Background: an optimization exercise with open tools, aiming at small area. Do not read the settings as production practice.
The RTL was checked by simulation tests, not by an equivalence proof against the original design.
Power is estimated from default activity; no workload was simulated.

<file path="flow/config.mk">
export PLATFORM = sky130hd
export DESIGN_NAME = PIO
export DESIGN_NICKNAME = PIO
export VERILOG_FILES = /design/flow/design.v
export SDC_FILE = /design/flow/constraint.sdc
export NUM_CORES = 4
export LEC_CHECK = 0
export CAP_MARGIN = 20
export CORE_MARGIN = 2
export CORE_UTILIZATION = 40
export SLEW_MARGIN = 20
</file>
<file path="flow/constraint.sdc">
create_clock -name core_clock -period 8.0 [get_ports {user_clk}]
set_input_delay 1.6000 -clock core_clock [delete_from_list [all_inputs] [get_ports {user_clk}]]
set_output_delay 1.6000 -clock core_clock [all_outputs]
set_load 0.01 [all_outputs]
</file>
<file path="flow/design.v">
`timescale 1ps/1ps
module PIO_TO_CTRL #(
  parameter TCQ = 1
) (
  input               clk,
  input               rst_n,
  input               req_compl,
  input               compl_done,
  input               cfg_to_turnoff,
  output  reg         cfg_turnoff_ok
  );
  reg                 trn_pending;
  always @ ( posedge clk ) begin
    if (!rst_n )
    begin
      trn_pending <= 0;
    end
    else
    begin
      if (!trn_pending && req_compl)
        trn_pending <= 1'b1;
      else if (compl_done)
        trn_pending <= 1'b0;
    end
  end
  always @ ( posedge clk ) begin
    if (!rst_n )
    begin
      cfg_turnoff_ok <= 1'b0;
    end
    else
    begin
      if ( cfg_to_turnoff  && !trn_pending)
        cfg_turnoff_ok <= 1'b1;
      else
        cfg_turnoff_ok <= 1'b0;
    end
  end
endmodule  
`default_nettype none
`timescale 1ps/1ps
module TX_MUX # (
	parameter C_DATA_WIDTH = 64,
	parameter TCQ = 1,
	parameter KEEP_WIDTH = C_DATA_WIDTH / 8
)(
	input wire clk,
	input wire sys_rst,
	input wire s_axis_tx_tready,
	output wire [C_DATA_WIDTH-1:0] s_axis_tx_tdata,
	output wire [KEEP_WIDTH-1:0] s_axis_tx_tkeep,
	output wire s_axis_tx_tlast,
	output wire s_axis_tx_tvalid,
	output wire tx_src_dsc,
	input wire s_axis_tx1_req,
	output reg s_axis_tx1_ack,
	output wire s_axis_tx1_tready,
	input wire [C_DATA_WIDTH-1:0] s_axis_tx1_tdata,
	input wire [KEEP_WIDTH-1:0] s_axis_tx1_tkeep,
	input wire s_axis_tx1_tlast,
	input wire s_axis_tx1_tvalid,
	input wire tx1_src_dsc,
	input wire s_axis_tx2_req,
	output reg s_axis_tx2_ack,
	output wire s_axis_tx2_tready,
	input wire [C_DATA_WIDTH-1:0] s_axis_tx2_tdata,
	input wire [KEEP_WIDTH-1:0] s_axis_tx2_tkeep,
	input wire s_axis_tx2_tlast,
	input wire s_axis_tx2_tvalid,
	input wire tx2_src_dsc
);
always @(posedge clk) begin
	if (sys_rst) begin
		s_axis_tx1_ack <= 1'b0;
		s_axis_tx2_ack <= 1'b0;
	end else begin
		case ({s_axis_tx2_ack, s_axis_tx1_ack})
		2'b00: begin
			if (s_axis_tx1_req)
				s_axis_tx1_ack <= 1'b1;
			else if (s_axis_tx2_req)
				s_axis_tx2_ack <= 1'b1;
			else begin
				s_axis_tx1_ack <= 1'b0;
				s_axis_tx2_ack <= 1'b0;
			end
		end
		2'b01: begin
			if (~s_axis_tx1_req) begin
				s_axis_tx1_ack <= 1'b0;
				if (s_axis_tx2_req)
					s_axis_tx2_ack <= 1'b1;
			end
		end
		2'b10: begin
			if (~s_axis_tx2_req) begin
				s_axis_tx2_ack <= 1'b0;
				if (s_axis_tx1_req)
					s_axis_tx1_ack <= 1'b1;
			end
		end
		2'b11: begin
		end
		endcase
	end
end
assign s_axis_tx1_tready= s_axis_tx_tready & s_axis_tx1_ack;
assign s_axis_tx2_tready= s_axis_tx_tready & s_axis_tx2_ack;
assign s_axis_tx_tdata  = s_axis_tx2_tdata | (s_axis_tx1_tdata & {C_DATA_WIDTH{s_axis_tx1_tvalid & ~s_axis_tx2_ack}});
assign s_axis_tx_tkeep  = s_axis_tx2_ack ? s_axis_tx2_tkeep:  s_axis_tx1_tkeep;
assign s_axis_tx_tlast  = s_axis_tx2_ack ? s_axis_tx2_tlast:  s_axis_tx1_tlast;
assign s_axis_tx_tvalid = s_axis_tx2_ack ? s_axis_tx2_tvalid: s_axis_tx1_tvalid;
assign tx_src_dsc       = s_axis_tx2_ack ? tx2_src_dsc:       tx1_src_dsc;
endmodule  
`default_nettype wire
`default_nettype none
`timescale 1ps/1ps
module PIO_EP_MEM_ACCESS  #(
	parameter TCQ = 1
) (
	input wire clk,
	input wire sys_rst,
	output wire soft_reset,
	input wire        rd_bar0,      
	input wire  [5:0] rd_idx,       
	output wire [31:0] rd_data,
	input wire  [2:0] wr_tgt,       
	input wire  [3:0] wr_be,
	input wire [31:0] wr_data,
	input wire        wr_en,
	output reg  [2:0] dma_testmode,
	output reg [31:2] dma_addrl,
	output reg [15:0] dma_addrh,
	output reg [31:2] dma_length,
	output reg [31:0] dma_para,
	input wire        st_valid,
	input wire [11:0] dma_tx_pps,
	input wire [19:0] dma_tx_dw,
	input wire [11:0] dma_rx_pps,
	input wire [21:0] dma_rx_dw,
	input wire  [2:0] debug_valid,
	input wire [31:0] debug1,
	input wire [31:0] debug2,
	input wire [31:0] debug3,
	input wire [15:0] debug4,
	input wire        user_lnk_up,
	input wire [15:0] cfg_command,
	input wire [15:0] cfg_dcommand,
	input wire [15:0] cfg_lcommand,
	output reg  [1:0] pl_directed_link_change,
	output reg  [1:0] pl_directed_link_width,
	output reg        pl_directed_link_speed,
	output wire       pl_directed_link_auton,
	input wire        pl_directed_change_done,
	input wire        pl_sel_lnk_rate,
	input wire  [1:0] pl_sel_lnk_width,
	input wire  [5:0] pl_ltssm_state
);
reg [31:0] read_data;
reg req_link_change;
reg req_link_speed;
reg [1:0] req_link_width;
function [15:0] size_bytes;
	input [2:0] code;
	case (code)
	3'b000: size_bytes = 16'd128;
	3'b001: size_bytes = 16'd256;
	3'b010: size_bytes = 16'd512;
	3'b011: size_bytes = 16'd1024;
	3'b100: size_bytes = 16'd2048;
	3'b101: size_bytes = 16'd4096;
	default: size_bytes = 16'd0;
	endcase
endfunction
wire nr = ~sys_rst;
wire s00 = (rd_idx == 6'h00) & nr;
wire s01 = (rd_idx == 6'h01) & nr;
wire s02 = (rd_idx == 6'h02) & nr;
wire s03 = (rd_idx == 6'h03) & nr;
wire s04 = (rd_idx == 6'h04) & nr;
wire s05 = (rd_idx == 6'h05) & nr;
wire s06 = (rd_idx == 6'h06) & nr;
wire s08 = (rd_idx == 6'h08) & st_valid & nr;
wire s09 = (rd_idx == 6'h09) & st_valid & nr;
wire s0a = (rd_idx == 6'h0a) & st_valid & nr;
wire s0b = (rd_idx == 6'h0b) & st_valid & nr;
wire s10 = (rd_idx == 6'h10) & debug_valid[0] & nr;
wire s11 = (rd_idx == 6'h11) & debug_valid[1] & nr;
wire s12 = (rd_idx == 6'h12) & debug_valid[2] & nr;
wire s13 = (rd_idx == 6'h13) & nr;
wire [31:0] rd_mux =
	({32{s00}} & {3'h0, pl_sel_lnk_rate, 2'h0, pl_sel_lnk_width, 21'h0, dma_testmode}) |
	({32{s01}} & dma_para) |
	({32{s02}} & {cfg_command, cfg_lcommand}) |
	({32{s03}} & {size_bytes(cfg_dcommand[7:5]), size_bytes(cfg_dcommand[14:12])}) |
	({32{s04}} & {16'h0, dma_addrh}) |
	({32{s05}} & {dma_addrl, 2'b00}) |
	({32{s06}} & {dma_length, 2'b00}) |
	({32{s08}} & {20'h0, dma_tx_pps}) |
	({32{s09}} & {12'h0, dma_tx_dw}) |
	({32{s0a}} & {20'h0, dma_rx_pps}) |
	({32{s0b}} & {10'h0, dma_rx_dw}) |
	({32{s10}} & debug1) |
	({32{s11}} & debug2) |
	({32{s12}} & debug3) |
	({32{s13}} & {16'h0, debug4});
wire [31:0] wd = wr_data & {32{nr}};
wire we0 = wr_en && (wr_tgt == 3'd1);
wire we1 = wr_en && (wr_tgt == 3'd2);
wire we4 = wr_en && (wr_tgt == 3'd3);
wire we5 = wr_en && (wr_tgt == 3'd4);
wire we6 = wr_en && (wr_tgt == 3'd5);
always @(posedge clk) begin
	if (sys_rst | rd_bar0)
		read_data <= rd_mux;
	req_link_change <= we0 & wr_be[0] & nr;
	if (sys_rst | (we0 & wr_be[0])) begin
		req_link_speed <= wd[28];
		req_link_width <= wd[25:24];
	end
	if (sys_rst | (we0 & wr_be[3])) dma_testmode <= wd[2:0];
	if (sys_rst | (we1 & wr_be[0])) dma_para[31:24] <= wd[31:24];
	if (sys_rst | (we1 & wr_be[1])) dma_para[23:16] <= wd[23:16] | {3'b000, sys_rst, 1'b0, sys_rst, sys_rst, 1'b0};
	if (sys_rst | (we1 & wr_be[2])) dma_para[15: 8] <= wd[15:8] | {4'b0000, sys_rst, 1'b0, sys_rst, 1'b0};
	if (sys_rst | (we1 & wr_be[3])) dma_para[ 7: 0] <= wd[7:0] | {3'b000, sys_rst, 4'b0000};
	if (sys_rst | (we4 & wr_be[2])) dma_addrh[15: 8] <= wd[15:8];
	if (sys_rst | (we4 & wr_be[3])) dma_addrh[ 7: 0] <= wd[7:0] | {6'b000000, sys_rst, 1'b0};
	if (sys_rst | (we5 & wr_be[0])) dma_addrl[31:24] <= wd[31:24];
	if (sys_rst | (we5 & wr_be[1])) dma_addrl[23:16] <= wd[23:16];
	if (sys_rst | (we5 & wr_be[2])) dma_addrl[15: 8] <= wd[15:8];
	if (sys_rst | (we5 & wr_be[3])) dma_addrl[ 7: 2] <= wd[7:2];
	if (sys_rst | (we6 & wr_be[0])) dma_length[31:24] <= wd[31:24];
	if (sys_rst | (we6 & wr_be[1])) dma_length[23:16] <= wd[23:16];
	if (sys_rst | (we6 & wr_be[2])) dma_length[15: 8] <= wd[15:8];
	if (sys_rst | (we6 & wr_be[3])) dma_length[ 7: 2] <= wd[7:2];
end
localparam LC_IDLE  = 2'b00;
localparam LC_WAIT  = 2'b01;
localparam LC_WAIT2 = 2'b10;
reg [1:0] lc_state;
always @(posedge clk) begin
	if (sys_rst) begin
		lc_state <= LC_IDLE;
		pl_directed_link_change <= 2'b00;
		pl_directed_link_speed <= 1'b0;
		pl_directed_link_width <= 2'b00;
	end else begin
		case (lc_state)
		LC_IDLE: begin
			if (req_link_change && ((req_link_speed != pl_sel_lnk_rate) || (req_link_width != pl_sel_lnk_width)))
				lc_state <= LC_WAIT;
		end
		LC_WAIT: begin
			if (user_lnk_up && pl_ltssm_state == 6'h16) begin
				if (req_link_speed != pl_sel_lnk_rate) begin
					pl_directed_link_change[1] <= 1'b1;
					pl_directed_link_speed <= req_link_speed;
				end
				if (req_link_width != pl_sel_lnk_width) begin
					pl_directed_link_change[0] <= 1'b1;
					pl_directed_link_width <= req_link_width;
				end
				lc_state <= LC_WAIT2;
			end
		end
		LC_WAIT2: begin
			if (pl_directed_change_done || !user_lnk_up) begin
				pl_directed_link_change <= 2'b00;
				pl_directed_link_speed <= 1'b0;
				pl_directed_link_width <= 2'b00;
				lc_state <= LC_IDLE;
			end
		end
		default: ;
		endcase
	end
end
assign pl_directed_link_auton = 1'b0;
assign soft_reset = req_link_change;
assign rd_data = rd_bar0 ? read_data : 32'h0;
endmodule
`default_nettype wire
`timescale 1ps/1ps
module PIO_RX_ENGINE  #(
  parameter TCQ = 1,
  parameter C_DATA_WIDTH = 64,
  parameter KEEP_WIDTH = C_DATA_WIDTH / 8
) (
  input                         clk,
  input                         rst_n,
  input  [C_DATA_WIDTH-1:0]     m_axis_rx_tdata,
  input                         m_axis_rx_tvalid,
  input    [21:0]               m_axis_rx_tuser,
  output reg         req_compl,
  output reg         req_compl_wd,
  input              compl_done,
  output reg [2:0]   req_tc,
  output reg         req_td,
  output reg         req_ep,
  output reg [1:0]   req_attr,
  output reg [9:0]   req_len,
  output reg [15:0]  req_rid,
  output reg [7:0]   req_tag,
  output reg [3:0]   req_be,
  output reg         req_bar0,       
  output reg [5:0]   req_idx,        
  output reg [2:0]   wr_tgt,         
  output reg [3:0]   wr_be,
  output reg [31:0]  wr_data,
  output reg         wr_en
);
  localparam S_RST   = 3'd0;
  localparam S_RD    = 3'd1;    
  localparam S_WR32  = 3'd2;    
  localparam S_WR64  = 3'd3;    
  localparam S_DW3   = 3'd4;    
  localparam S_WAITW = 3'd5;    
  localparam S_WAITR = 3'd6;    
  localparam S_WAITS = 3'd7;    
  localparam T_NONE = 3'd0;
  localparam T_R00  = 3'd1;
  localparam T_R01  = 3'd2;
  localparam T_R04  = 3'd3;
  localparam T_R05  = 3'd4;
  localparam T_R06  = 3'd5;
  reg [2:0] state;
  reg       stuck;
  reg       rx_ready;
  wire sof_present = m_axis_rx_tuser[14];
  wire sof_mid     = m_axis_rx_tuser[13];
  wire bar0 = m_axis_rx_tuser[2] & ~m_axis_rx_tuser[4] & ~m_axis_rx_tuser[8];
  wire [63:0] hdr = sof_mid ? m_axis_rx_tdata[127:64] : m_axis_rx_tdata[63:0];
  wire [6:0]  fmt_type = hdr[30:24];
  wire        fmt_b7   = hdr[31];
  wire [9:0]  len      = hdr[9:0];
  wire        len1     = (len == 10'd1);
  wire        lennz    = (len != 10'd0);
  wire is_rd32 = (fmt_type == 7'b00_00000);
  wire is_wr32 = (fmt_type == 7'b10_00000);
  wire is_rd64 = (fmt_type == 7'b01_00000);
  wire is_wr64 = (fmt_type == 7'b11_00000);
  wire is_iord = (fmt_type == 7'b00_00010);
  wire is_iowr = (fmt_type == 7'b10_00010);
  function [2:0] tgt;
    input       b0;
    input [5:0] idx;
    begin
      if (!b0)
        tgt = T_NONE;
      else case (idx)
        6'h00: tgt = T_R00;
        6'h01: tgt = T_R01;
        6'h04: tgt = T_R04;
        6'h05: tgt = T_R05;
        6'h06: tgt = T_R06;
        default: tgt = T_NONE;
      endcase
    end
  endfunction
  wire sop = m_axis_rx_tvalid && rx_ready && sof_present;
  wire ld_rd_mid  = sof_mid && (((is_rd32 || is_rd64) && lennz) || (is_iord && len1));
  wire ld_rd_rt   = !sof_mid && (is_rd32 || is_rd64 || is_iord) && len1;
  wire ld_io      = is_iowr && len1;
  wire ld_wbe     = (is_wr32 || is_wr64 || is_iowr) && len1;
  always @(posedge clk) begin
    if (sop) begin
      req_len <= len;
      if (ld_rd_mid || ld_rd_rt || ld_io) begin
        req_tc   <= hdr[22:20];
        req_td   <= hdr[15];
        req_ep   <= hdr[14];
        req_attr <= hdr[13:12];
        req_rid  <= hdr[63:48];
        req_tag  <= hdr[47:40];
      end
      if (ld_wbe)
        wr_be <= hdr[35:32];
      stuck <= fmt_b7;
    end
    if (sop && !sof_mid && (is_wr32 || is_iowr)) begin
      wr_data <= m_axis_rx_tdata[127:96];
    end else if (state == S_WR32) begin
      wr_data <= m_axis_rx_tdata[63:32];
    end else if (state == S_WR64) begin
      wr_data <= m_axis_rx_tdata[95:64];
    end else begin
      wr_data <= m_axis_rx_tdata[31:0];
    end
    if (sop && !sof_mid)
      wr_tgt <= tgt(bar0, m_axis_rx_tdata[71:66]);
    else if (state == S_WR32 || state == S_WR64)
      wr_tgt <= tgt(bar0, m_axis_rx_tdata[7:2]);
  end
  always @(posedge clk) begin
    if (!rst_n) begin
      rx_ready     <= 1'b0;
      req_compl    <= 1'b0;
      req_compl_wd <= 1'b1;
      req_be       <= 4'b0;
      req_bar0     <= 1'b0;
      req_idx      <= 6'b0;
      wr_en        <= 1'b0;
      state        <= S_RST;
    end else begin
      wr_en        <= 1'b0;
      req_compl    <= 1'b0;
      case (state)
        S_RST: begin
          rx_ready     <= 1'b1;
          req_compl_wd <= 1'b1;
          if (sop) begin
            rx_ready <= 1'b0;
            if (sof_mid) begin
              if (ld_rd_mid)
                req_be <= hdr[35:32];
              if (ld_rd_mid)
                state <= S_RD;
              else if ((is_wr32 || is_iowr) && len1)
                state <= S_WR32;
              else if (is_wr64 && len1)
                state <= S_WR64;
            end else begin
              if (ld_rd_rt) begin
                req_be    <= hdr[35:32];
                req_bar0  <= bar0;
                req_idx   <= m_axis_rx_tdata[71:66];
                req_compl <= 1'b1;
                state     <= fmt_b7 ? S_WAITS : S_WAITR;
              end else if ((is_wr32 || is_iowr) && len1) begin
                wr_en     <= 1'b1;
                if (is_iowr) begin
                  req_compl    <= 1'b1;
                  req_compl_wd <= 1'b0;
                end
                state     <= fmt_b7 ? S_WAITS : S_WAITW;
              end else if (is_wr64) begin
                if (len1)
                  state <= S_DW3;
                else
                  state <= fmt_b7 ? S_WAITS : S_WAITW;
              end
            end
          end
        end
        S_RD: if (m_axis_rx_tvalid) begin
          req_bar0     <= bar0;
          req_idx      <= m_axis_rx_tdata[7:2];
          req_compl    <= 1'b1;
          req_compl_wd <= 1'b1;
          state        <= stuck ? S_WAITS : S_WAITR;
        end
        S_WR32, S_WR64, S_DW3: if (m_axis_rx_tvalid) begin
          wr_en <= 1'b1;
          state <= stuck ? S_WAITS : S_WAITW;
        end
        S_WAITW: begin
          rx_ready <= 1'b1;
          state    <= S_RST;
        end
        S_WAITR: if (compl_done) begin
          rx_ready <= 1'b1;
          state    <= S_RST;
        end
        default: ;
      endcase
    end
  end
endmodule  
`default_nettype none
`timescale 1ps/1ps
module PIO_TX_ENGINE    #(
  parameter C_DATA_WIDTH = 64,
  parameter TCQ = 1,
  parameter KEEP_WIDTH = C_DATA_WIDTH / 8
)(
  input wire        clk,
  input wire        rst_n,
  output  reg                     s_axis_tx_req,
  input wire                      s_axis_tx_ack,
  input wire                      s_axis_tx_tready,
  output  reg [C_DATA_WIDTH-1:0]  s_axis_tx_tdata,    
  output  wire [KEEP_WIDTH-1:0]   s_axis_tx_tkeep,
  output  wire                    s_axis_tx_tlast,
  output  reg                     s_axis_tx_tvalid,
  output wire                     tx_src_dsc,
  input wire                      req_compl,
  input wire                      req_compl_wd,
  output wire                     compl_done,
  input wire [2:0]                req_tc,
  input wire                      req_td,
  input wire                      req_ep,
  input wire [1:0]                req_attr,
  input wire [9:0]                req_len,
  input wire [15:0]               req_rid,
  input wire [7:0]                req_tag,
  input wire [3:0]                req_be,
  input wire [4:0]                req_addr,      
  input wire [31:0]               rd_data,
  input wire [15:0]               completer_id
);
localparam PIO_CPLD_FMT_TYPE      = 7'b10_01010;
localparam PIO_CPL_FMT_TYPE       = 7'b00_01010;
  reg [3:0]   rd_be;
  reg [11:0]  byte_count;
  reg [6:0]   lower_addr;
  reg         req_compl_q, req_compl_wd_q;
  reg         req_compl_q2, req_compl_wd_q2;
  reg         hold_state;
  reg         keep_hi, keep_lo;
  assign tx_src_dsc = 1'b0;
  always @(posedge clk)
    rd_be <= req_be;
  always @ (rd_be) begin
    casex (rd_be[3:0])
      4'b1xx1 : byte_count = 12'h004;
      4'b01x1 : byte_count = 12'h003;
      4'b1x10 : byte_count = 12'h003;
      4'b0011 : byte_count = 12'h002;
      4'b0110 : byte_count = 12'h002;
      4'b1100 : byte_count = 12'h002;
      4'b0001 : byte_count = 12'h001;
      4'b0010 : byte_count = 12'h001;
      4'b0100 : byte_count = 12'h001;
      4'b1000 : byte_count = 12'h001;
      4'b0000 : byte_count = 12'h001;
      default : byte_count = 12'h001;
    endcase
  end
  always @ (rd_be or req_addr or req_compl_wd_q2) begin
    casex ({req_compl_wd_q2, rd_be[3:0]})
       5'b1_0000 : lower_addr = {req_addr[4:0], 2'b00};
       5'b1_xxx1 : lower_addr = {req_addr[4:0], 2'b00};
       5'b1_xx10 : lower_addr = {req_addr[4:0], 2'b01};
       5'b1_x100 : lower_addr = {req_addr[4:0], 2'b10};
       5'b1_1000 : lower_addr = {req_addr[4:0], 2'b11};
       default   : lower_addr = 7'h0;
    endcase
  end
  always @ ( posedge clk ) begin
    if (!rst_n) begin
      req_compl_q     <= 1'b0;
      req_compl_wd_q  <= 1'b1;
      req_compl_q2    <= 1'b0;
      req_compl_wd_q2 <= 1'b0;
    end else begin
      req_compl_q     <= req_compl;
      req_compl_wd_q  <= req_compl_wd;
      req_compl_q2    <= req_compl_q;
      req_compl_wd_q2 <= req_compl_wd_q;
    end
  end
  wire pending = req_compl_q2 | hold_state;
  wire send    = pending & s_axis_tx_tready & s_axis_tx_ack;
  always @ ( posedge clk ) begin
    if (send)
      s_axis_tx_tdata <= {
                          rd_data,                   
                          req_rid,                   
                          req_tag,                   
                          {1'b0},                    
                          lower_addr,                
                          completer_id,              
                          {3'b0},                    
                          {1'b0},                    
                          byte_count,                
                          {1'b0},                    
                          (req_compl_wd_q2 ?
                          PIO_CPLD_FMT_TYPE :
                          PIO_CPL_FMT_TYPE),         
                          {1'b0},                    
                          req_tc,                    
                          {4'b0},                    
                          req_td,                    
                          req_ep,                    
                          req_attr,                  
                          {2'b0},                    
                          req_len                    
                          };
  end
  always @ ( posedge clk ) begin
    if (!rst_n) begin
      s_axis_tx_tvalid  <= 1'b0;
      keep_hi           <= 1'b0;
      keep_lo           <= 1'b0;
      s_axis_tx_req     <= 1'b0;
      hold_state        <= 1'b0;
    end else if (pending) begin
      if (send) begin
        s_axis_tx_tvalid  <= 1'b1;
        keep_hi           <= req_compl_wd_q2;
        keep_lo           <= 1'b1;
        hold_state        <= 1'b0;
        s_axis_tx_req     <= 1'b0;
      end else begin
        hold_state        <= 1'b1;
        s_axis_tx_req     <= 1'b1;
      end
    end else begin
      s_axis_tx_tvalid  <= 1'b0;
      keep_hi           <= 1'b1;
      keep_lo           <= 1'b1;
    end
  end
  assign s_axis_tx_tlast = s_axis_tx_tvalid;
  assign compl_done      = s_axis_tx_tvalid;
  assign s_axis_tx_tkeep = {{4{keep_hi}}, {12{keep_lo}}};
endmodule  
`default_nettype wire
`default_nettype none
`timescale 1ps/1ps
module PIO_DMATEST # (
	parameter C_DATA_WIDTH = 64,
	parameter TCQ = 1,
	parameter KEEP_WIDTH = C_DATA_WIDTH / 8
)(
	input wire clk,
	input wire sys_rst,
	input wire soft_reset,
	input wire s_axis_other_req,
	output reg s_axis_tx_req,
	input wire s_axis_tx_ack,
	input wire s_axis_tx_tready,
	output wire [C_DATA_WIDTH-1:0] s_axis_tx_tdata,
	output wire [KEEP_WIDTH-1:0] s_axis_tx_tkeep,
	output wire s_axis_tx_tlast,
	output wire s_axis_tx_tvalid,
	output wire tx_src_dsc,
	input wire [15:0] cfg_completer_id,
	input wire [C_DATA_WIDTH-1:0] m_axis_rx_tdata,
	input wire [KEEP_WIDTH-1:0] m_axis_rx_tkeep,
	input wire m_axis_rx_tlast,
	input wire m_axis_rx_tvalid,
	input wire [21:0] m_axis_rx_tuser,
	input wire [15:0] cfg_command,
	input wire [15:0] cfg_dcommand,
	input wire [15:0] cfg_lcommand,
	input wire [15:0] cfg_dcommand2,
	input wire  [2:0] dma_testmode,
	input wire [31:2] dma_addrl,
	input wire [15:0] dma_addrh,
	input wire [31:2] dma_length,
	input wire [31:0] dma_para,
	output reg        st_valid,
	output wire [11:0] dma_tx_pps,
	output wire [19:0] dma_tx_dw,
	output wire [11:0] dma_rx_pps,
	output wire [21:0] dma_rx_dw,
	output reg  [2:0] debug_valid,
	output reg [31:0] debug1,
	output reg [31:0] debug2,
	output reg [31:0] debug3,
	output wire [15:0] debug4
);
wire sof_present = m_axis_rx_tuser[14];
reg oneshot_1sec;
reg [11:0] lfsr_1sec;
wire lfsr_end = (lfsr_1sec == 12'he9d);
always @(posedge clk) begin
	if (sys_rst) begin
		lfsr_1sec <= 12'h001;
		oneshot_1sec <= 1'b0;
	end else begin
		oneshot_1sec <= lfsr_end;
		if (lfsr_end)
			lfsr_1sec <= 12'h001;
		else
			lfsr_1sec <= {lfsr_1sec[10:0], lfsr_1sec[11] ^ lfsr_1sec[10] ^ lfsr_1sec[9] ^ lfsr_1sec[3]};
	end
end
localparam TLP_TX_IDLE      = 2'd0;
localparam TLP_TX_WRITE     = 2'd1;
localparam TLP_TX_READ      = 2'd2;
localparam TLP_TX_READWAIT  = 2'd3;
localparam K_ZERO = 3'd0;
localparam K_W1   = 3'd1;
localparam K_W2   = 3'd2;
localparam K_W3   = 3'd3;
localparam K_W4   = 3'd4;
localparam K_WH   = 3'd5;	 
localparam K_RH   = 3'd6;	 
reg [1:0] tx_state;
reg rw_wait;
reg [15:0] tlp_tx_count;
reg [11:0] tlp_tx_pps;
reg [19:0] tlp_tx_dw;
reg [11:0] tlp_rx_pps;
reg [21:0] tlp_rx_dw;
reg [11:0] st_tx_pps;
reg [19:0] st_tx_dw;
reg [11:0] st_rx_pps;
reg [21:0] st_rx_dw;
reg [31:2] dma_addr;
reg [31:2] dma_len;
reg [7:0] tlp_tx_tag;
reg [7:0] tlp_rx_tag;
wire tx_done;
reg rx_done;
reg [15:0] tlp_remain;
reg [15:0] debug4_r;
reg [2:0]  kind;
reg [31:0] b_hi;	 
reg [15:0] b_ah;	 
reg [15:0] b_cid;	 
reg [7:0]  b_tag;	 
reg [7:0]  b_len;	 
wire read_fire = (tlp_tx_count == {8'h00, dma_para[15:8]});
wire read_send = read_fire && (tlp_remain <= dma_para[31:16]);
wire go_on = s_axis_tx_tready && !s_axis_other_req;
wire in_idle  = (tx_state == TLP_TX_IDLE);
wire in_write = (tx_state == TLP_TX_WRITE);
wire in_read  = (tx_state == TLP_TX_READ);
wire w4       = in_write && (tlp_tx_count[2:0] == 3'd4);    
wire rsend    = in_read && read_send;                       
wire adv      = w4 || rsend;                                
wire idle_go  = in_idle && !rw_wait && dma_testmode != 3'h0 && s_axis_other_req == 1'b0;
wire reload   = (idle_go && dma_addr == 30'h0) || (adv && dma_len == 30'h00);
wire cnt_clr  = in_idle || (tx_state == TLP_TX_READWAIT) || (w4 && go_on) || (in_read && read_fire);
wire [7:0] adv_len = adv ? dma_para[7:0] : 8'h00;
always @(posedge clk) begin
	if (sys_rst) begin
		s_axis_tx_req <= 1'b0;
		kind <= K_ZERO;
		tx_state <= TLP_TX_IDLE;
		rw_wait <= 1'b0;
	end else begin
		rw_wait <= 1'b0;
		kind <= K_ZERO;
		case (tx_state)
		TLP_TX_IDLE: begin
			if (rw_wait) begin
			end else if (idle_go) begin
				s_axis_tx_req <= 1'b1;
				if (s_axis_tx_ack && s_axis_tx_tready) begin
					if (dma_testmode == 3'b001)
						tx_state <= TLP_TX_WRITE;
					else if (dma_testmode[1])
						tx_state <= TLP_TX_READ;
					else if (dma_testmode[2])
						rw_wait <= 1'b1;
				end
			end else
				s_axis_tx_req <= 1'b0;
		end
		TLP_TX_WRITE: begin
			case (tlp_tx_count[2:0])
			3'd0: kind <= K_WH;
			3'd1: kind <= K_W1;
			3'd2: kind <= K_W2;
			3'd3: kind <= K_W3;
			3'd4: kind <= K_W4;
			default: begin
				s_axis_tx_req <= 1'b0;
				tx_state <= TLP_TX_IDLE;
			end
			endcase
		end
		TLP_TX_READ: begin
			if (read_fire) begin
				if (read_send) begin
					kind <= K_RH;
					if (go_on && dma_testmode[0])
						tx_state <= TLP_TX_READWAIT;
				end
				if (!go_on) begin
					s_axis_tx_req <= 1'b0;
					tx_state <= TLP_TX_IDLE;
				end
			end
		end
		TLP_TX_READWAIT: begin
			if (!go_on) begin
				s_axis_tx_req <= 1'b0;
				tx_state <= TLP_TX_IDLE;
			end else if (rx_done)
				tx_state <= TLP_TX_READ;
		end
		endcase
	end
end
always @(posedge clk) begin
	tlp_tx_count <= cnt_clr ? 16'h0 : tlp_tx_count + 16'h1;
	dma_len      <= reload ? dma_length : dma_len - {22'h00, adv_len};
	if (sys_rst) begin
		dma_addr   <= 30'h0;
		tlp_tx_tag <= 8'h0;
		tlp_rx_tag <= 8'h0;
	end else begin
		dma_addr   <= reload ? dma_addrl : dma_addr + {22'h00, adv_len};
		tlp_tx_tag <= tlp_tx_tag + {7'h00, w4};
		tlp_rx_tag <= tlp_rx_tag + {7'h00, rsend};
	end
	if (sys_rst || oneshot_1sec) begin
		tlp_tx_pps <= 12'h0;
		tlp_tx_dw  <= 20'h0;
	end else begin
		tlp_tx_pps <= tlp_tx_pps + {11'h000, adv};
		tlp_tx_dw  <= tlp_tx_dw + {12'h000, rsend ? dma_para[7:0] : 8'h00};
	end
end
always @(posedge clk) begin
	if (tx_state == TLP_TX_WRITE && tlp_tx_count[2:0] == 3'd1)
		b_hi <= {20'h0, tlp_tx_pps};
	else
		b_hi <= {dma_addr, 2'b00};
	b_ah <= dma_addrh;
	b_cid <= cfg_completer_id;
	b_tag <= (tx_state == TLP_TX_WRITE) ? tlp_tx_tag : tlp_rx_tag;
	b_len <= dma_para[7:0];
end
wire k_wh = (kind == K_WH) & s_axis_tx_ack;
wire k_rh = (kind == K_RH) & s_axis_tx_ack;
wire k_h  = k_wh | k_rh;
wire k_w1 = (kind == K_W1) & s_axis_tx_ack;
wire k_w2 = (kind == K_W2) & s_axis_tx_ack;
wire k_w3 = (kind == K_W3) & s_axis_tx_ack;
wire k_w4 = (kind == K_W4) & s_axis_tx_ack;
assign s_axis_tx_tvalid = (kind != K_ZERO);
assign s_axis_tx_tlast  = (kind == K_W4) | (kind == K_RH);
assign s_axis_tx_tkeep  = {KEEP_WIDTH{s_axis_tx_tvalid}};
assign s_axis_tx_tdata  =
	({128{k_h}}  & {b_hi, 16'h0, b_ah, b_cid, b_tag, 8'hFF, 8'h00, 8'h00, 8'h00, b_len}) |
	({128{k_wh}} & 128'h00000000_00000000_00000000_60000000) |
	({128{k_rh}} & 128'h00000000_00000000_00000000_20000000) |
	({128{k_w1}} & {b_hi, 96'hFFFF0000_FFFFFFFF_55D50040}) |
	({128{k_w2}} & 128'h0A5AC0A8_00004011_002E0000_08004500) |
	({128{k_w3}} & 128'hCC00CC00_001A0000_02660D5E_0165C0A8) |
	({128{k_w4}} & 128'h40414243_3C3D3E3F_38393A3B_34353637);
assign tx_src_dsc = 1'b0;
assign tx_done = (kind == K_W4) | (kind == K_RH);
wire cpld = m_axis_rx_tuser[13] ? (m_axis_rx_tdata[94:88] == 7'b1001010)
                                : (m_axis_rx_tdata[30:24] == 7'b1001010);
wire rx_hit = m_axis_rx_tvalid && sof_present && cpld;
wire [9:0] rx_len = m_axis_rx_tuser[13] ? m_axis_rx_tdata[73:64] : m_axis_rx_tdata[9:0];
always @(posedge clk) begin
	if (sys_rst) begin
		rx_done <= 1'b0;
		debug_valid <= 3'b000;
	end else begin
		rx_done <= rx_hit;
		if (rx_hit) begin
			if (tlp_rx_pps == 12'd0) debug_valid[0] <= 1'b1;
			if (tlp_rx_pps == 12'd1) debug_valid[1] <= 1'b1;
			if (tlp_rx_pps == 12'd2) debug_valid[2] <= 1'b1;
		end
	end
	if (sys_rst || oneshot_1sec) begin
		tlp_rx_pps <= 12'h0;
		tlp_rx_dw <= 22'h0;
	end else begin
		tlp_rx_pps <= tlp_rx_pps + {11'h000, rx_hit};
		tlp_rx_dw <= tlp_rx_dw + {12'h000, rx_hit ? rx_len : 10'h000};
	end
end
always @(posedge clk) begin
	if (oneshot_1sec) begin
		st_tx_pps <= tlp_tx_pps;
		st_tx_dw <= tlp_tx_dw;
		st_rx_pps <= tlp_rx_pps;
		st_rx_dw <= tlp_rx_dw;
	end
	if (rx_hit && tlp_rx_pps == 12'd0) debug1 <= m_axis_rx_tdata[127:96];
	if (rx_hit && tlp_rx_pps == 12'd1) debug2 <= m_axis_rx_tdata[127:96];
	if (rx_hit && tlp_rx_pps == 12'd2) debug3 <= m_axis_rx_tdata[127:96];
end
always @(posedge clk) begin
	if (sys_rst)
		st_valid <= 1'b0;
	else if (oneshot_1sec)
		st_valid <= 1'b1;
end
wire rem_inc = tx_done && !rx_done;
wire rem_dec = !tx_done && rx_done;
always @(posedge clk) begin
	if (sys_rst || soft_reset) begin
		tlp_remain <= 16'd0;
		if (sys_rst)
			debug4_r <= 16'h0;
	end else begin
		debug4_r <= tlp_remain;
		tlp_remain <= tlp_remain + {{15{rem_dec}}, rem_inc | rem_dec};
	end
end
assign dma_tx_pps = st_tx_pps;
assign dma_tx_dw  = st_tx_dw;
assign dma_rx_pps = st_rx_pps;
assign dma_rx_dw  = st_rx_dw;
assign debug4     = debug4_r;
endmodule
`default_nettype wire
`timescale 1ps/1ps
module PIO_EP #(
  parameter C_DATA_WIDTH = 64,	     
  parameter KEEP_WIDTH = C_DATA_WIDTH / 8,	       
  parameter TCQ	= 1
) (
  input			 sys_rst,
  input			 clk,
  input			 rst_n,
  input                  user_lnk_up,
  output  [1:0]                 pl_directed_link_change,
  output  [1:0]                 pl_directed_link_width,
  output                        pl_directed_link_speed,
  output                        pl_directed_link_auton,
  input                         pl_directed_change_done,
  input                         pl_sel_lnk_rate,
  input [1:0]                   pl_sel_lnk_width,
  input [5:0]                   pl_ltssm_state,
  input			 s_axis_tx_tready,
  output  [C_DATA_WIDTH-1:0]    s_axis_tx_tdata,
  output  [KEEP_WIDTH-1:0]      s_axis_tx_tkeep,
  output			s_axis_tx_tlast,
  output			s_axis_tx_tvalid,
  output			tx_src_dsc,
  input   [C_DATA_WIDTH-1:0]    m_axis_rx_tdata,
  input   [KEEP_WIDTH-1:0]      m_axis_rx_tkeep,
  input			 m_axis_rx_tlast,
  input			 m_axis_rx_tvalid,
  output			m_axis_rx_tready,
  input   [21:0]		m_axis_rx_tuser,
  output			req_compl,
  output			compl_done,
  input   [15:0]		cfg_completer_id,
  input [15:0]                  cfg_command,
  input [15:0]                  cfg_dcommand,
  input [15:0]                  cfg_lcommand,
  input [15:0]                  cfg_dcommand2,
	input [3:0] dipsw,
	output [7:0] led
);
    wire  [13:0]      rd_addr;
    wire  [3:0]       rd_be;
    wire  [31:0]      rd_data;
    wire  [2:0]       wr_tgt;
    wire  [3:0]       wr_be;
    wire  [31:0]      wr_data;
    wire	      wr_en;
    wire	      wr_busy;
    wire	      req_compl_int;
    wire	      req_compl_wd;
    wire	      compl_done_int;
    wire  [2:0]       req_tc;
    wire	      req_td;
    wire	      req_ep;
    wire  [1:0]       req_attr;
    wire  [9:0]       req_len;
    wire  [15:0]      req_rid;
    wire  [7:0]       req_tag;
    wire  [3:0]       req_be;
    wire              req_bar0;
    wire  [5:0]       req_idx;
    wire  [15:0]      req_addr = {1'b0, req_bar0, 6'b0, req_idx, 2'b00};
    wire              m_axis_rx_tready1;
    assign m_axis_rx_tready = 1'b1;  
wire  [2:0] dma_testmode;
wire [31:2] dma_addrl;
wire [15:0] dma_addrh;
wire [31:2] dma_length;
wire [31:0] dma_para;
wire        st_valid;
wire [11:0] dma_tx_pps;
wire [19:0] dma_tx_dw;
wire [11:0] dma_rx_pps;
wire [21:0] dma_rx_dw;
wire  [2:0] debug_valid;
wire soft_reset;
wire [7:0] debug = 8'h00;
wire [31:0] debug1, debug2, debug3;
wire [15:0] debug4;
    PIO_EP_MEM_ACCESS  #(
       .TCQ( TCQ )
       ) EP_MEM_inst (
      .sys_rst(sys_rst),
      .clk(clk),
      .soft_reset(soft_reset),
      .rd_bar0(req_bar0),
      .rd_idx(req_idx),
      .rd_data(rd_data),
      .wr_tgt(wr_tgt),
      .wr_be(wr_be),
      .wr_data(wr_data),
      .wr_en(wr_en),
      .dma_testmode(dma_testmode),
      .dma_addrl(dma_addrl),
      .dma_addrh(dma_addrh),
      .dma_length(dma_length),
      .dma_para(dma_para),
      .st_valid(st_valid),
      .dma_tx_pps(dma_tx_pps),
      .dma_tx_dw(dma_tx_dw),
      .dma_rx_pps(dma_rx_pps),
      .dma_rx_dw(dma_rx_dw),
      .debug_valid(debug_valid),
      .debug1(debug1),
      .debug2(debug2),
      .debug3(debug3),
      .debug4(debug4),
      .user_lnk_up(user_lnk_up),
      .cfg_command( cfg_command ),
      .cfg_dcommand( cfg_dcommand ),
      .cfg_lcommand( cfg_lcommand ),
      .pl_directed_link_auton( pl_directed_link_auton ),
      .pl_directed_link_change( pl_directed_link_change ),
      .pl_directed_link_speed( pl_directed_link_speed ),
      .pl_directed_link_width( pl_directed_link_width ),
      .pl_directed_change_done( pl_directed_change_done ),
      .pl_sel_lnk_rate ( pl_sel_lnk_rate ),
      .pl_sel_lnk_width ( pl_sel_lnk_width ),
      .pl_ltssm_state ( pl_ltssm_state )
      );
  PIO_RX_ENGINE #(
    .C_DATA_WIDTH( C_DATA_WIDTH ),
    .KEEP_WIDTH( KEEP_WIDTH ),
    .TCQ( TCQ )
  ) EP_RX_inst (
    .clk(clk),
    .rst_n(rst_n),
    .m_axis_rx_tdata( m_axis_rx_tdata ),
    .m_axis_rx_tvalid( m_axis_rx_tvalid ),
    .m_axis_rx_tuser ( m_axis_rx_tuser ),
    .req_compl(req_compl_int),
    .req_compl_wd(req_compl_wd),
    .compl_done(compl_done_int),
    .req_tc(req_tc),
    .req_td(req_td),
    .req_ep(req_ep),
    .req_attr(req_attr),
    .req_len(req_len),
    .req_rid(req_rid),
    .req_tag(req_tag),
    .req_be(req_be),
    .req_bar0(req_bar0),
    .req_idx(req_idx),
    .wr_tgt(wr_tgt),
    .wr_be(wr_be),
    .wr_data(wr_data),
    .wr_en(wr_en)
  );
wire s_axis_tx1_req, s_axis_tx2_req;
wire s_axis_tx1_ack, s_axis_tx2_ack;
wire s_axis_tx1_tready, s_axis_tx2_tready;
wire [C_DATA_WIDTH-1:0] s_axis_tx1_tdata, s_axis_tx2_tdata;
wire [KEEP_WIDTH-1:0] s_axis_tx1_tkeep, s_axis_tx2_tkeep;
wire s_axis_tx1_tlast, s_axis_tx2_tlast;
wire s_axis_tx1_tvalid, s_axis_tx2_tvalid;
wire tx1_src_dsc, tx2_src_dsc;
TX_MUX # (
	.C_DATA_WIDTH( C_DATA_WIDTH ),
	.KEEP_WIDTH( KEEP_WIDTH ),
	.TCQ( TCQ )
) TXMUX_inst (
	.clk(clk),
	.sys_rst(sys_rst),
	.s_axis_tx_tready(s_axis_tx_tready),
	.s_axis_tx_tdata(s_axis_tx_tdata),
	.s_axis_tx_tkeep(s_axis_tx_tkeep),
	.s_axis_tx_tlast(s_axis_tx_tlast),
	.s_axis_tx_tvalid(s_axis_tx_tvalid),
	.tx_src_dsc(tx_src_dsc),
	.s_axis_tx1_req(s_axis_tx1_req),
	.s_axis_tx1_ack(s_axis_tx1_ack),
	.s_axis_tx1_tready(s_axis_tx1_tready),
	.s_axis_tx1_tdata(s_axis_tx1_tdata),
	.s_axis_tx1_tkeep(s_axis_tx1_tkeep),
	.s_axis_tx1_tlast(s_axis_tx1_tlast),
	.s_axis_tx1_tvalid(s_axis_tx1_tvalid),
	.tx1_src_dsc(tx1_src_dsc),
	.s_axis_tx2_req(s_axis_tx2_req),
	.s_axis_tx2_ack(s_axis_tx2_ack),
	.s_axis_tx2_tready(s_axis_tx2_tready),
	.s_axis_tx2_tdata(s_axis_tx2_tdata),
	.s_axis_tx2_tkeep(s_axis_tx2_tkeep),
	.s_axis_tx2_tlast(s_axis_tx2_tlast),
	.s_axis_tx2_tvalid(s_axis_tx2_tvalid),
	.tx2_src_dsc(tx2_src_dsc)
);
  PIO_TX_ENGINE #(
    .C_DATA_WIDTH( C_DATA_WIDTH ),
    .KEEP_WIDTH( KEEP_WIDTH ),
    .TCQ( TCQ )
  )EP_TX_inst(
    .clk(clk),				   
    .rst_n(rst_n),			       
    .s_axis_tx_req(s_axis_tx1_req),
    .s_axis_tx_ack(s_axis_tx1_ack),
    .s_axis_tx_tready( s_axis_tx1_tready ),       
    .s_axis_tx_tdata( s_axis_tx1_tdata ),	 
    .s_axis_tx_tkeep( s_axis_tx1_tkeep ),	 
    .s_axis_tx_tlast( s_axis_tx1_tlast ),	 
    .s_axis_tx_tvalid( s_axis_tx1_tvalid ),       
    .tx_src_dsc( tx1_src_dsc ),		   
    .req_compl(req_compl_int),		 
    .req_compl_wd(req_compl_wd),	       
    .compl_done(compl_done_int),		 
    .req_tc(req_tc),			   
    .req_td(req_td),			   
    .req_ep(req_ep),			   
    .req_attr(req_attr),		       
    .req_len(req_len),			 
    .req_rid(req_rid),			 
    .req_tag(req_tag),			 
    .req_be(req_be),			   
    .req_addr(req_idx[4:0]),
    .rd_data(rd_data),			 
    .completer_id(cfg_completer_id)	    
    );
PIO_DMATEST # (
	.C_DATA_WIDTH( C_DATA_WIDTH ),
	.KEEP_WIDTH( KEEP_WIDTH ),
	.TCQ( TCQ )
) PIO_DMATEST_inst (
	.clk(clk),
	.sys_rst(sys_rst),
        .soft_reset(soft_reset),
	.s_axis_other_req(s_axis_tx1_req),
	.s_axis_tx_req(s_axis_tx2_req),
	.s_axis_tx_ack(s_axis_tx2_ack),
	.s_axis_tx_tready( s_axis_tx2_tready ),       
	.s_axis_tx_tdata( s_axis_tx2_tdata ),	 
	.s_axis_tx_tkeep( s_axis_tx2_tkeep ),	 
	.s_axis_tx_tlast( s_axis_tx2_tlast ),	 
	.s_axis_tx_tvalid( s_axis_tx2_tvalid ),       
	.tx_src_dsc( tx2_src_dsc ),		   
	.cfg_completer_id(cfg_completer_id),    
	.m_axis_rx_tdata( m_axis_rx_tdata ),     
	.m_axis_rx_tkeep( m_axis_rx_tkeep ),     
	.m_axis_rx_tlast( m_axis_rx_tlast ),     
	.m_axis_rx_tvalid( m_axis_rx_tvalid ),   
	.m_axis_rx_tuser ( m_axis_rx_tuser ),    
        .cfg_command( cfg_command ),
        .cfg_dcommand( cfg_dcommand ),
        .cfg_lcommand( cfg_lcommand ),
        .cfg_dcommand2( cfg_dcommand2 ),
	.dma_testmode(dma_testmode),
	.dma_addrl(dma_addrl),
	.dma_addrh(dma_addrh),
	.dma_length(dma_length),
	.dma_para(dma_para),
	.st_valid(st_valid),
	.dma_tx_pps(dma_tx_pps),
	.dma_tx_dw(dma_tx_dw),
	.dma_rx_pps(dma_rx_pps),
	.dma_rx_dw(dma_rx_dw),
	.debug_valid(debug_valid),
	.debug1(debug1),
	.debug2(debug2),
	.debug3(debug3),
	.debug4(debug4)
);
assign led = debug;
assign req_compl  = req_compl_int;
assign compl_done = compl_done_int;
endmodule  
`timescale 1ps/1ps
module PIO #(
  parameter C_DATA_WIDTH = 128,             
  parameter KEEP_WIDTH = C_DATA_WIDTH / 8,               
  parameter TCQ        = 1
)(
  input                         sys_rst,
  input                         user_clk,
  input                         user_reset,
  input                         user_lnk_up,
  output  [1:0]                 pl_directed_link_change,
  output  [1:0]                 pl_directed_link_width,
  output                        pl_directed_link_speed,
  output                        pl_directed_link_auton,
  input                         pl_directed_change_done,
  input                         pl_sel_lnk_rate,
  input [1:0]                   pl_sel_lnk_width,
  input [5:0]                   pl_ltssm_state,
  input                         s_axis_tx_tready,
  output  [C_DATA_WIDTH-1:0]    s_axis_tx_tdata,
  output  [KEEP_WIDTH-1:0]      s_axis_tx_tkeep,
  output                        s_axis_tx_tlast,
  output                        s_axis_tx_tvalid,
  output                        tx_src_dsc,
  input  [C_DATA_WIDTH-1:0]     m_axis_rx_tdata,
  input  [KEEP_WIDTH-1:0]       m_axis_rx_tkeep,
  input                         m_axis_rx_tlast,
  input                         m_axis_rx_tvalid,
  output                        m_axis_rx_tready,
  input    [21:0]               m_axis_rx_tuser,
  input                         cfg_to_turnoff,
  output                        cfg_turnoff_ok,
  input [15:0]                  cfg_completer_id,
  input [15:0]                  cfg_command,
  input [15:0]                  cfg_dcommand,
  input [15:0]                  cfg_lcommand,
  input [15:0]                  cfg_dcommand2,
	input [3:0] dipsw,
	output [7:0] led
);  
  wire          req_compl;
  wire          compl_done;
  reg           pio_reset_n;
  always @(posedge user_clk) begin
    if (user_reset)
        pio_reset_n <= 1'b0;
    else
        pio_reset_n <= user_lnk_up;
  end
  PIO_EP  #(
    .C_DATA_WIDTH( C_DATA_WIDTH ),
    .KEEP_WIDTH( KEEP_WIDTH ),
    .TCQ( TCQ )
  ) PIO_EP_inst (
    .sys_rst( sys_rst ),
    .clk( user_clk ),                              
    .rst_n( pio_reset_n ),                         
    .user_lnk_up( user_lnk_up ),
    .pl_directed_link_change( pl_directed_link_change ),
    .pl_directed_link_width( pl_directed_link_width ),
    .pl_directed_link_speed( pl_directed_link_speed ),
    .pl_directed_link_auton( pl_directed_link_auton ),
    .pl_directed_change_done ( pl_directed_change_done ),
    .pl_sel_lnk_rate ( pl_sel_lnk_rate ),
    .pl_sel_lnk_width ( pl_sel_lnk_width ),
    .pl_ltssm_state ( pl_ltssm_state ),
    .s_axis_tx_tready( s_axis_tx_tready ),         
    .s_axis_tx_tdata( s_axis_tx_tdata ),           
    .s_axis_tx_tkeep( s_axis_tx_tkeep ),           
    .s_axis_tx_tlast( s_axis_tx_tlast ),           
    .s_axis_tx_tvalid( s_axis_tx_tvalid ),         
    .tx_src_dsc( tx_src_dsc ),                     
    .m_axis_rx_tdata( m_axis_rx_tdata ),           
    .m_axis_rx_tkeep( m_axis_rx_tkeep ),           
    .m_axis_rx_tlast( m_axis_rx_tlast ),           
    .m_axis_rx_tvalid( m_axis_rx_tvalid ),         
    .m_axis_rx_tready( m_axis_rx_tready ),         
    .m_axis_rx_tuser ( m_axis_rx_tuser ),          
    .req_compl(req_compl),                         
    .compl_done(compl_done),                       
    .cfg_completer_id ( cfg_completer_id ),         
    .cfg_command( cfg_command ),
    .cfg_dcommand( cfg_dcommand ),
    .cfg_lcommand( cfg_lcommand ),
    .cfg_dcommand2( cfg_dcommand2 ),
	.dipsw(dipsw),
	.led(led)
  );
  PIO_TO_CTRL #(
    .TCQ( TCQ )
  ) PIO_TO_inst  (
    .clk( user_clk ),                        
    .rst_n( pio_reset_n ),                   
    .req_compl( req_compl ),                 
    .compl_done( compl_done ),               
    .cfg_to_turnoff( cfg_to_turnoff ),       
    .cfg_turnoff_ok( cfg_turnoff_ok )        
  );
endmodule  
</file>
<file path="flow/flow/run.sh">
#!/bin/bash
# Standard ORFS layout (the standard.sh) with these changes:
#  - synthesis is the standard flow's own script with an area-oriented ABC script
#    (flow/synth.tcl, flow/abc_area.script); the flip-flops are the same;
#  - port buffers use sky130_fd_sc_hd__buf_1 (every port still gets its own buffer);
#  - clock tree: no dummy loads; clkbuf_16 root and trunk, clkbuf_4 leaf buffers
#    driving sink clusters of up to 9 flip-flops within 40 um.
# make's full output goes to flow_make.log; each ORFS step logs under orfs/logs/.
set -euo pipefail
WORK=$(pwd)
bash standard.sh \
  "SYNTH_SCRIPT=$WORK/flow/synth.tcl" \
  "BUFFER_PORTS_ARGS=-buffer_cell sky130_fd_sc_hd__buf_1" \
  "CTS_ARGS=-sink_clustering_enable -repair_clock_nets -dont_use_dummy_load -buf_list {sky130_fd_sc_hd__clkbuf_4 sky130_fd_sc_hd__clkbuf_16} -root_buf sky130_fd_sc_hd__clkbuf_16 -tree_buf sky130_fd_sc_hd__clkbuf_16 -sink_clustering_buffer sky130_fd_sc_hd__clkbuf_4 -sink_clustering_size 9 -sink_clustering_max_diameter 40" \
  finish > flow_make.log 2>&1 || { tail -50 flow_make.log; exit 1; }
tail -5 flow_make.log
</file>
<file path="flow/flow/abc_area.script">
&get -n
&st
&syn2
&dch
&nf -R 1000 -p
&put
</file>
<file path="flow/flow/synth.tcl">
# The standard flow's synthesis script (synth_recipe.tcl, in the folder above this one),
# with one change: ABC maps the combinational logic with an area-oriented
# script (abc_area.script beside this file) instead of ORFS's delay-oriented
# one.  The flip-flops, which dfflibmap maps before ABC runs, are untouched.
set my_abc_script [file join [file dirname [file normalize [info script]]] abc_area.script]
proc abc {args} {
  set i [lsearch -exact $args -script]
  if {$i >= 0} {
    lset args [expr {$i + 1}] $::my_abc_script
  }
  yosys abc {*}$args
}
source [file join [file dirname [file dirname [file normalize [info script]]]] synth_recipe.tcl]
</file>
<file path="flow/standard.sh">
#!/bin/bash
# synth_recipe.tcl (not shown) runs the flow's synth.tcl, then flattens the netlist and writes it again
# the make line also repeats each setting of config.mk as NAME=value (left out here)
make -C /OpenROAD-flow-scripts/flow DESIGN_CONFIG=/design/flow/config.mk WORK_HOME=/design/flow/orfs CLKGATE_MAP_FILE= SYNTH_SCRIPT=/design/flow/synth_recipe.tcl "${@:-finish}"
</file>
==> results of run 1 <==
==> cell type report <==
cell class	count	area (µm²)	share of cell area
sequential	827	21300	0.550
multi-input combinational	1936	12700	0.329
timing repair buffer	402	1730	0.0446
tap	1144	1430	0.0370
clock buffer	130	1270	0.0329
inverter	70	265	0.00685
antenna	4	10.0	0.000258
==> state kept, by name, indices dropped and copies added, names as in the netlist, 30 cells and up <==
name / cells
PIO_EP_inst.EP_TX_inst.s_axis_tx_tdata: 100
PIO_EP_inst.EP_MEM_inst.dma_para: 32
PIO_EP_inst.EP_MEM_inst.read_data: 32
PIO_EP_inst.EP_RX_inst.wr_data: 32
PIO_EP_inst.PIO_DMATEST_inst.b_hi: 32
PIO_EP_inst.PIO_DMATEST_inst.debug1: 32
PIO_EP_inst.PIO_DMATEST_inst.debug2: 32
PIO_EP_inst.PIO_DMATEST_inst.debug3: 32
PIO_EP_inst.EP_MEM_inst.dma_addrl: 30
PIO_EP_inst.EP_MEM_inst.dma_length: 30
PIO_EP_inst.PIO_DMATEST_inst.dma_addr: 30
PIO_EP_inst.PIO_DMATEST_inst.dma_len: 30
==> per-layer routing <==
layer,up-vias,part of all wire,global-route usage
met1,12900,0.41,0.357
met4,4,0.032,0.0983
met2,1259,0.47,0.439
li1,11800,-,-
met5,-,0.00020,0
met3,214,0.084,0.0527
==> stage by stage <==
step | setup slack [ns] | utilization | total power [W] | instances
2_1_floorplan | 1.60 | - | 0.00556 | 2866
3_5_place_dp | 1.53 | 0.440 | 0.00594 | 4378
3_3_place_gp | 1.64 | 0.440 | 0.00592 | 4377
5_1_grt | 1.56 | 0.455 | 0.00868 | 4512
4_1_cts | 2.16 | 0.455 | 0.00837 | 4508
6_report | 2.00 | 0.456 | 0.00836 | 4513
==> cell usage after synthesis (all sizes together) (5+ instances only) <==
cell type  number
a31oi          12
a311oi          7
xor2           70
and3           32
a221oi         10
mux2           63
ha             91
xnor2          50
nand2         260
nor2b          68
mux2i           9
nand2b         19
buf            33
fa              5
a21oi         120
a21boi          7
o21ai          82
nor3           72
a222oi         80
and2          107
a221o          56
clkinv         70
o211ai          5
nor3b          11
nand3b          9
a211oi         37
a21o           43
o22ai          34
a22oi          17
or2            15
a22o           23
nand4          31
and4           11
edfxtp        473
nor2          275
dfxtp         354
or4             6
nor4           23
o31ai          36
nand3          75
or3             9
==> worst max-delay path, delay by kind of cell, from the launching register on <==
family                   cells  cell delay (ns)
AO/OA/AOI/OAI                4             0.63
XOR/XNOR                     1             0.16
adder cells (fa/ha/maj)      2             0.43
buffers and inverters        2             0.37
flip-flops                   1             0.36
AND/OR/NAND/NOR             14             3.91
==> layout by cell type (no fill, tap or decap), types with 10 or more instances in the layout <==
| cell | n |
|---|---|
| a221o_1 | 56 |
| edfxtp_1 | 473 |
| xnor2_1 | 50 |
| a21o_1 | 43 |
| and2_0 | 107 |
| a31oi_1 | 12 |
| nor3_1 | 68 |
| nand3_1 | 75 |
| clkinv_1 | 69 |
| buf_4 | 48 |
| nor2_1 | 261 |
| nand2b_1 | 19 |
| and3_1 | 32 |
| clkbuf_16 | 17 |
| or2_0 | 13 |
| dfxtp_1 | 353 |
| and4_1 | 11 |
| a22oi_1 | 17 |
| o31ai_1 | 34 |
| o21ai_0 | 80 |
| nor2b_1 | 67 |
| a211oi_1 | 37 |
| a221oi_1 | 10 |
| a222oi_1 | 80 |
| nor4_1 | 22 |
| mux2_1 | 63 |
| a22o_1 | 23 |
| xor2_1 | 70 |
| nand4_1 | 31 |
| conb_1 | 15 |
| a21oi_1 | 120 |
| buf_1 | 349 |
| ha_1 | 91 |
| clkbuf_4 | 115 |
| o22ai_1 | 33 |
| nand2_1 | 258 |
==> cell families (layout without fill, tap and decap cells) <==
kind of cell	Yosys count	in the layout	share of synthesized area
other	2	19	0.000219
DFF	827	827	0.621
muxes	72	72	0.0233
and+or+nand+nor	1040	1040	0.148
adders and majority gates	96	96	0.0361
xor gates and xnor gates	120	120	0.0306
AOI/OAI and AO/OA	593	593	0.126
buffers and inverters	103	602	0.0149
==> power by group through the flow <==
stage	Clock (W)	Combinational, W	Sequential (W)
6_report	0.00249	0.000939	0.00493
3_5_place_dp	0	0.000915	0.00502
3_3_place_gp	0	0.000903	0.00502
5_1_grt	0.00269	0.00103	0.00496
4_1_cts	0.00252	0.000922	0.00493
2_1_floorplan	0	0.000617	0.00494
==> path summary, 6_finish.rpt <==
path	to	slack (ns)	startpoint	depth (start not counted)
worst max-delay path	PIO_EP_inst.PIO_DMATEST_inst.dma_len[30]	2.00	PIO_EP_inst.PIO_DMATEST_inst.tlp_tx_count[12]	23
worst min-delay path	PIO_EP_inst.EP_TX_inst.rd_be[2]	0.36	PIO_EP_inst.EP_RX_inst.req_be[2]	0
worst max register to register	PIO_EP_inst.PIO_DMATEST_inst.dma_len[30]	2.00	PIO_EP_inst.PIO_DMATEST_inst.tlp_tx_count[12]	23
worst min register to register	PIO_EP_inst.EP_TX_inst.rd_be[2]	0.36	PIO_EP_inst.EP_RX_inst.req_be[2]	0
==> impl_metrics.py, run 1 <==
metrics = {
    "place": {
        "port_buffers": 351,
        "dp_hpwl_um": 85300,
        "gp_congestion": 0.928,
        "placed_area_um2": 37400,
    },
    "critical_path": {
        "cp_max_fo": 10,
        "slowest_stage": "nor4_1",
        "cp-start-kind": "register",
        "critPathCaptureType": "register",
        "path_cells": "or4_1 -> nor4_1 -> nand4_1 -> nor2_1 -> clkinv_1 -> o21ai_0 -> buf_4 -> and2_0 -> ha_1 -> fa_1 -> nand3b_1 -> nand2_1 -> a21o_1 -> a21oi_1 -> nor2_1 -> nor2_1 -> nand2_1 -> nor4b_1 -> nand2_1 -> nor3_1 -> nor3b_1 -> xnor2_1 -> o21ai_0",
        "critical_path_arrival_ns": 6.55,
        "cp_slowest_stage_delay_ns": 0.67,
        "path_class": "reg -> reg",
        "required_ns": 8.54,
    },
    "pwr": {
        "power.switching_w": 0.00226,
        "p_int_w": 0.00610,
        "comb_power_share": 0.112,
        "power_leakage_nw": 13.9,
        "power_switching_share": 0.270,
        "p_seq_frac": 0.590,
        "vdd_drop_max_mv": 0.211,
        "powerDensity_nw_per_um2": 216,
        "pwr-share-clk": 0.298,
    },
    "floorplanning": {
        "start_util": 0.403,
        "core_area_um2": 85000,
        "dieArea_um2": 88100,
        "ios": 431,
        "die_h_um": 297,
        "rows": 107,
        "die_w_um": 297,
    },
    "sta": {
        "max_slew_margin": 0.220,
        "fmax_ghz": 0.167,
        "fin_setup_tns_ns": 0,
        "clock_skew_ns": 0.0505,
        "rsz0062_at_grt": "false",
        "finalHoldViolations": 0,
        "period_needed_ns": 6.00,
        "whs_ns": 0.356,
        "drv_slew": 0,
        "tightest_slew_ns": 1.16,
        "setup_viol_count_final": 0,
        "fin_crit_sh": 0.751,
    },
    "detailed_routing": {
        "avgViaCountPerCell": 5.81,
        "drtPass1Iterations": 10,
        "antenna_left": 0,
        "wire_per_inst_um": 27.0,
        "routed_wl_um": 122000,
        "drt_iter0_drc": 3024,
        "drc": 0,
        "num_vias": 26200,
    },
    "synthesis": {
        "synth_top_area_cell": "edfxtp_1",
        "synth_cell_types": 63,
        "synth-seq-cells": 827,
        "synth_cells": 2853,
        "synthTopCellsByArea": "edfxtp_1, dfxtp_1, ha_1",
        "synth_edf_count": 473,
        "synth-main-ff-cell": "edfxtp_1",
        "ys_warn_count": 7,
        "synth_top_area_frac": 0.414,
        "synth_area_per_cell_um2": 12.0,
        "seq_area_frac_synth": 0.621,
        "async_flop_share": 0,
        "netlist_area_um2": 34300,
    },
    "global_routing": {
        "grt.overflow.total": 0,
        "antenna_found_initial": 6,
        "grtUsageTotal": 0.270,
        "grt_max_degree": 106,
        "grt_pass1_wl_um": 173000,
        "grt_pass1_vias": 25300,
    },
    "clock_tree": {
        "clock_latency_ns": 0.70,
        "htree_num_levels": 4,
        "cts_tree": "yes",
        "cts_buffer_depth": 3,
        "postCtsSetupBuffers": 0,
        "clk_pin_slew_ns": 0.10,
        "cts_made_buffers": 130,
        "post_cts_resized": 0,
        "cts_root_buf": "clkbuf_16",
        "ctsHoldBuffers": 0,
        "numClockSinks": 827,
    },
    "finish": {
        "fin_nets": 3731,
        "final_area_um2": 38700,
        "drive_above_1_share": 0.0636,
        "fillCellCount": 8010,
        "area_growth_pct": 12.9,
    },
    "job": {
        "maxCapViolCount": 0,
    },
    "hold_path": {
        "hold_path_class": "reg -> reg",
    },
    "outcome": {
        "outcome": "complete, no violations",
    },
}
==> run 2, diff against run 1 <==
==> flow/flow/run.sh (replaced) <==
#!/bin/bash
# Standard ORFS layout (the standard.sh) with these changes:
#  - synthesis is the standard flow's own script with an area-oriented ABC script
#    (flow/synth.tcl, flow/abc_area.script); the flip-flops are the same;
#  - port buffers use sky130_fd_sc_hd__buf_1 (every port still gets its own buffer);
#  - clock tree: no dummy loads; clkbuf_16 root and trunk, clkbuf_4 leaf buffers
#    driving sink clusters of up to 9 flip-flops within 45 um.
# make's full output goes to flow_make.log; each ORFS step logs under orfs/logs/.
set -euo pipefail
WORK=$(pwd)
bash standard.sh \
  "SYNTH_SCRIPT=$WORK/flow/synth.tcl" \
  "BUFFER_PORTS_ARGS=-buffer_cell sky130_fd_sc_hd__buf_1" \
  "CTS_ARGS=-sink_clustering_enable -repair_clock_nets -dont_use_dummy_load -buf_list {sky130_fd_sc_hd__clkbuf_4 sky130_fd_sc_hd__clkbuf_16} -root_buf sky130_fd_sc_hd__clkbuf_16 -tree_buf sky130_fd_sc_hd__clkbuf_16 -sink_clustering_buffer sky130_fd_sc_hd__clkbuf_4 -sink_clustering_size 9 -sink_clustering_max_diameter 45" \
  finish > flow_make.log 2>&1 || { tail -50 flow_make.log; exit 1; }
tail -5 flow_make.log
==> flow/flow/abc_area.script (replaced) <==
&get -n
&st
&dc2
&dch -f
&nf -R 1000 -p -F 8 -A 4
&put
==> impl_metrics.py, run 2 <==
metrics = {
    "outcome": {
        "outcome": "complete, no violations",
    },
    "clock_tree": {
        "postCtsSetupBuffers": 0,
        "clk_pin_slew_ns": 0.10,
        "cts_root_buf": "clkbuf_16",
        "htree_num_levels": 3,
        "cts_made_buffers": 116,
        "clock_latency_ns": 0.65,
        "cts_buffer_depth": 3,
        "ctsHoldBuffers": 0,
    },
    "detailed_routing": {
        "wire_per_inst_um": 25.6,
        "drc": 0,
        "drt_iter0_drc": 3276,
        "drtPass1Iterations": 7,
        "avgViaCountPerCell": 5.71,
        "num_vias": 25500,
    },
    "critical_path": {
        "timing.rr.start": "PIO_EP_inst.EP_MEM_inst.dma_para[17]",
        "critical_path_arrival_ns": 6.58,
        "cp_slowest_stage_delay_ns": 0.56,
        "crit_buf_inv": 2,
        "cpLargestDelayFamily": "compound AO/OA/AOI/OAI gates",
        "critPathCaptureType": "register",
        "slowest_stage": "a2111o_1",
        "cp_max_fo": 10,
        "crit_cells": 26,
        "r2r_end": "PIO_EP_inst.PIO_DMATEST_inst.dma_len[29]",
    },
    "hold_path": {
        "min-delay-start": "PIO_EP_inst.EP_RX_inst.req_len[2]",
        "min_path_cells": 0,
        "worstHoldEndpoint": "PIO_EP_inst.EP_TX_inst.s_axis_tx_tdata[2]",
    },
    "place": {
        "dp_hpwl_um": 82300,
        "placed_area_um2": 37300,
        "gp_congestion": 0.940,
        "port_buffers": 351,
        "dpl.cell_count": 4349,
    },
    "global_routing": {
        "grt_pass1_wl_um": 161000,
        "grt.overflow.total": 0,
        "grt_max_degree": 87,
    },
    "pwr": {
        "vdd_drop_max_mv": 0.245,
        "power_leakage_nw": 13.9,
        "power.switching_w": 0.00242,
        "power_switching_share": 0.287,
    },
    "finish": {
        "fin_cells": 4469,
        "fin_nets": 3689,
        "fillCellCount": 8006,
        "largest_register_ffs": 100,
        "final_common_cell": "edfxtp_1",
        "final_cell_mix": "edfxtp_1, dfxtp_1, buf_1, nand2_1, a21oi_1",
        "area_growth_pct": 12.4,
        "drive_above_1_share": 0.0602,
        "top_register": "PIO_EP_inst.EP_TX_inst.s_axis_tx_tdata",
    },
    "floorplanning": {
        "ios": 431,
        "core_area_um2": 84900,
    },
    "sta": {
        "whs_ns": 0.375,
        "fin_crit_sh": 0.762,
        "period_needed_ns": 6.09,
        "finalHoldViolations": 0,
        "drv_slew": 0,
        "clock_skew_ns": 0.0848,
        "tightest_slew_ns": 1.15,
        "rsz0062_at_grt": "false",
        "fmax_ghz": 0.164,
    },
    "synthesis": {
        "synth_top_area_cell": "edfxtp_1",
        "synth_common_cells": "edfxtp_1, dfxtp_1, nand2_1",
        "synth_area_per_cell_um2": 12.1,
        "netlist_area_um2": 34100,
        "synth.most_common_cell": "edfxtp_1",
        "ys_warn_count": 7,
        "async_flop_share": 0,
        "synth_cell_types": 62,
        "synth_edf_count": 473,
        "synthTopCellsByArea": "edfxtp_1, dfxtp_1, ha_1",
        "synth-main-ff-cell": "edfxtp_1",
    },
}
==> run 2: cell count changes after synthesis, moves of 22 or more <==
cell	previous run	this run
nor2_1	275	190
a21oi_1	120	197
a22o_1	23	50
o31ai_1	36	11
a22oi_1	17	39
xor2_1	70	36
o21ai_0	82	113
a222oi_1	80	58
==> run 2: routing by layer <==
| metal | vias up | part of all wire | track usage |
|---|---|---|---|
| li1 | 11800 | - | - |
| met1 | 12200 | 0.42 | 0.355 |
| met2 | 1318 | 0.45 | 0.393 |
| met3 | 193 | 0.098 | 0.0521 |
| met4 | 4 | 0.037 | 0.0939 |
| met5 | - | 0.00020 | 0 |
==> run 2: worst max path at each step <==
stage                                              start                                    endpoint  slack (ns)
floorplan           PIO_EP_inst.EP_MEM_inst.dma_para[17]   PIO_EP_inst.PIO_DMATEST_inst.dma_addr[25]        1.24
global placement                     m_axis_rx_tuser[13]  PIO_EP_inst.PIO_DMATEST_inst.tlp_rx_dw[18]        1.60
detailed placement                   m_axis_rx_tuser[13]  PIO_EP_inst.PIO_DMATEST_inst.tlp_rx_dw[18]        1.60
CTS                 PIO_EP_inst.EP_MEM_inst.dma_para[17]    PIO_EP_inst.PIO_DMATEST_inst.dma_len[29]        2.03
global route        PIO_EP_inst.EP_MEM_inst.dma_para[17]    PIO_EP_inst.PIO_DMATEST_inst.dma_len[29]        1.69
finish              PIO_EP_inst.EP_MEM_inst.dma_para[17]    PIO_EP_inst.PIO_DMATEST_inst.dma_len[29]        1.91
==> run 2: power by group through the flow <==
stage / combinational (W) / sequential [W] / clock (W)
after CTS: 0.00126 / 0.00496 / 0.00227
after global placement: 0.00123 / 0.00506 / 0
final: 0.00127 / 0.00497 / 0.00223
after floorplan: 0.000910 / 0.00498 / 0
after global routing: 0.00140 / 0.00500 / 0.00242
after detailed placement: 0.00125 / 0.00506 / 0
==> run 2: layout make-up <==
type / count / area (µm²) / area share
multi-input cells: 1904 / 12600 / 0.329
clock buffers: 116 / 1030 / 0.0268
repair buffers: 399 / 1710 / 0.0447
flip-flops and latches: 827 / 21300 / 0.555
diodes: 2 / 5.00 / 0.000130
inverters: 77 / 289 / 0.00753
well taps: 1144 / 1430 / 0.0373
==> run 2: cells by family after synthesis <==
group | after synthesis | synth area share
buffers and inverters | 110 | 0.0157
adders and majority gates | 96 | 0.0363
muxes | 80 | 0.0255
and+or+nand+nor | 946 | 0.140
AOI/OAI and AO/OA | 692 | 0.140
other | 2 | 0.000220
DFF | 827 | 0.624
xor gates and xnor gates | 75 | 0.0192
==> run 2: through the flow <==
stage	total power, W	setup slack, ns
2_1_floorplan	0.00589	1.24
3_3_place_gp	0.00628	1.60
3_5_place_dp	0.00631	1.60
4_1_cts	0.00849	2.03
5_1_grt	0.00882	1.69
6_report	0.00846	1.91
